This is an optimization exercise on Yosys and OpenROAD, whose aim is small area, not a production implementation.
In this exercise RTL edits were held to simulation tests only and were not proved equivalent to the original.
Power and IR drop assume default switching activity.

==> flow/design.v (excerpt) <==
module BombSquad(user_cred, submit_button, rotate_button, verify_button, clk, rst,
                 timer_sevseg1, timer_sevseg2, timer_sevseg3,
                 puzzle_sevseg1, puzzle_sevseg2, puzzle_sevseg3, puzzle_sevseg4,
                 lcd_on, lcd_en, lcd_flag, led_g, led_r);
    input [7:0] user_cred;
    input submit_button, rotate_button, verify_button, clk, rst;
    output lcd_on, lcd_en;
    output [9:0] lcd_flag;
    output [6:0] puzzle_sevseg1, puzzle_sevseg2, puzzle_sevseg3, puzzle_sevseg4;
    output [6:0] timer_sevseg1, timer_sevseg2, timer_sevseg3;
    output [7:0] led_g;
    output [17:0] led_r;
    wire submit, rotate, verify;
    wire [1:0] s_auth, verifier_result;
    wire [2:0] ucls;            
    wire [2:0] gs, gs_prev;     
    wire one_sec;
    wire [3:0] cur_time3, cur_time2, cur_time1;
    wire [3:0] value_three, value_two, value_one;
    wire [7:0] lfsr_out;
    wire [7:0] key;             
    wire valid_key;
    wire [1:0] seq_in;          
    wire [7:0] level;
    ButtonShaper RotateButton(rotate_button, rotate, clk, rst);
    ButtonShaper VerifyButton(verify_button, verify, clk, rst);
    ButtonShaper SubmitButton(submit_button, submit, clk, rst);
    Authentication UserAuthentication(clk, rst, gs, user_cred, submit, s_auth, ucls);
    GameController MainGameController(s_auth, {cur_time3, cur_time2, cur_time1}, verifier_result,
                                      clk, rst, one_sec, gs, gs_prev);
    OneSec_Timer OneSecondTimer(clk, rst, one_sec);
    Countdown CountdownTimer({value_three, value_two, value_one}, gs, one_sec, rst, clk,
                             cur_time3, cur_time2, cur_time1);
    SevSegTimer SevSegTimer1(cur_time3, timer_sevseg3);
    SevSegTimer SevSegTimer2(cur_time2, timer_sevseg2);
    SevSegTimer SevSegTimer3(cur_time1, timer_sevseg1);
    LFSR8bit LFSR(rst, clk, lfsr_out);
    SequenceKeyGenerator PuzzleSequenceKeyGenerator(gs, verifier_result, lfsr_out, clk, rst, key, valid_key);
    SequenceVerifier UserSequenceVerifier(gs, key, valid_key, seq_in, verify, clk, rst, verifier_result);
    SSD_Sequence SSD_Sequence1(key, gs, one_sec, rotate, verify, clk, rst, seq_in,
                               puzzle_sevseg1, puzzle_sevseg2, puzzle_sevseg3, puzzle_sevseg4);
  ...
Size: about 1800 cells after synthesis, about 170 flip-flops, about 100 I/O pins, ~0.011 mm^2 of cells after synthesis.
clock: 10.0 ns
lec_check: 0
abc_area: 1
cap_margin: 20
core_margin: 2
core_utilization: 40
slew_margin: 20
run.sh (not shown) runs the stock make flow with config.mk's settings and CLKGATE_MAP_FILE= SYNTH_SCRIPT=/design/flow/synth_recipe.tcl, a recipe that flattens the netlist after the stock synthesis.
Next try:
Settings changed: CORE_UTILIZATION 40 to 60, CTS_CLUSTER_DIAMETER from default to 100, CTS_CLUSTER_SIZE from default to 50.
=> The changed run finished clean; global-route usage increases by 10 points; clock-buffer cell count decreases by 1; die area decreases by 33%; power stays flat; wire length decreases by 0.40%; worst setup slack degrades by 0.11 ns; design area decreases by 1.4%; non-clock buffer count decreases by 1.

========
## the baseline
Another version of the RTL of BombSquad (not shown whole).
Size in the first run: ~1400 cells after synthesis, ~100 I/O pins, ~9400 um^2 of cells after synthesis.
Settings: LEC_CHECK=0, ABC_AREA=1, CAP_MARGIN=20, CORE_MARGIN=2, CORE_UTILIZATION=60, CTS_BUF_LIST=sky130_fd_sc_hd__clkbuf_8, SLEW_MARGIN=20; clock period 10.0 ns.
standard.sh (not shown) runs the stock make flow with config.mk's settings and CLKGATE_MAP_FILE= SYNTH_SCRIPT=/design/flow/synth_recipe.tcl, a recipe that flattens the netlist after the stock synthesis.
==> flow/flow/run.sh <==
#!/bin/bash
# Layout flow: the standard flow (standard synthesis, floorplan, power
# grid, placement, CTS, routing) with these changes:
#  - the port buffers that global placement puts on every input and output
#    are the smallest buffer, sky130_fd_sc_hd__buf_1, instead of the cell
#    buffer_ports picks by default;
#  - clock tree synthesis runs with ORFS's usual arguments plus
#    -dont_use_dummy_load, so it adds no dummy load cells to the clock nets;
#  - floorplan removes the buffers that synthesis's ABC mapping inserted
#    (REMOVE_ABC_BUFFERS), leaving buffering to the placement repair steps.
set -euo pipefail
export BUFFER_PORTS_ARGS="-buffer_cell sky130_fd_sc_hd__buf_1"
export REMOVE_ABC_BUFFERS=1
export CTS_ARGS="-sink_clustering_enable -repair_clock_nets -dont_use_dummy_load -buf_list sky130_fd_sc_hd__clkbuf_8"
bash standard.sh finish > standard_flow.log 2>&1
The following lists how the candidate was set up differently from the baseline:
-- flow/flow/run.sh --
<<< the baseline, line 12
export BUFFER_PORTS_ARGS="-buffer_cell sky130_fd_sc_hd__buf_1"
export REMOVE_ABC_BUFFERS=1
export CTS_ARGS="-sink_clustering_enable -repair_clock_nets -dont_use_dummy_load -buf_list sky130_fd_sc_hd__clkbuf_8"
bash standard.sh finish > standard_flow.log 2>&1
>>> the candidate, line 12
export BUFFER_PORTS_ARGS="-buffer_cell sky130_fd_sc_hd__buf_1"
export REMOVE_ABC_BUFFERS=1
export CTS_ARGS="-repair_clock_nets -dont_use_dummy_load -buf_list sky130_fd_sc_hd__clkbuf_8"
bash standard.sh finish > standard_flow.log 2>&1
### Flow results
Reported for the baseline and the candidate, wire length after detailed routing turned out identical to the last digit.
On fraction of power consumed by the clock network, the baseline and the candidate are basically level.
Re number of well taps: no difference whatsoever between the baseline and the candidate.
Period utilization came out exactly the same in the baseline and the candidate.
Clock input transition at the sequential cells of the worst setup and hold paths: the baseline vs the candidate — no meaningful difference

[afterwards: timing with drivers on the ports]
Ports are ideal in the flow. The routed layouts listed here were re-timed in OpenROAD. Step 1: set_driving_cell puts a clkbuf_16 on clk and a buf_2 on each other input, an assumption about the parent block. Step 2 adds t to the input delays and takes it off the output delays; t is the mean of the earliest and latest rising clock arrival at the registers after step 1. Input paths then give back, and output paths get back, about the clock's delay inside the block. Slacks: no drivers / after step 1 / after step 2; pairs: no drivers / after step 1.
run | shift t [ns] | setup slack, ns | worst hold slack (ns) | worst setup path at the end | pins driven straight from the clock port
the first run of note 1 | 0.480 | 4.689 / 4.641 / 5.121 | 0.385 / 0.385 / 0.385 | register to output | 1
the second run of note 1 | 0.475 | 4.576 / 4.530 / 5.005 | 0.386 / 0.386 / 0.386 | register to output | 1
the baseline | 0.475 | 4.360 / 4.319 / 4.794 | 0.363 / 0.363 / 0.363 | register to output | 1
the candidate | 0.475 | 4.360 / 4.319 / 4.794 | 0.363 / 0.363 / 0.363 | register to output | 1
After both steps every run listed still meets setup and hold.
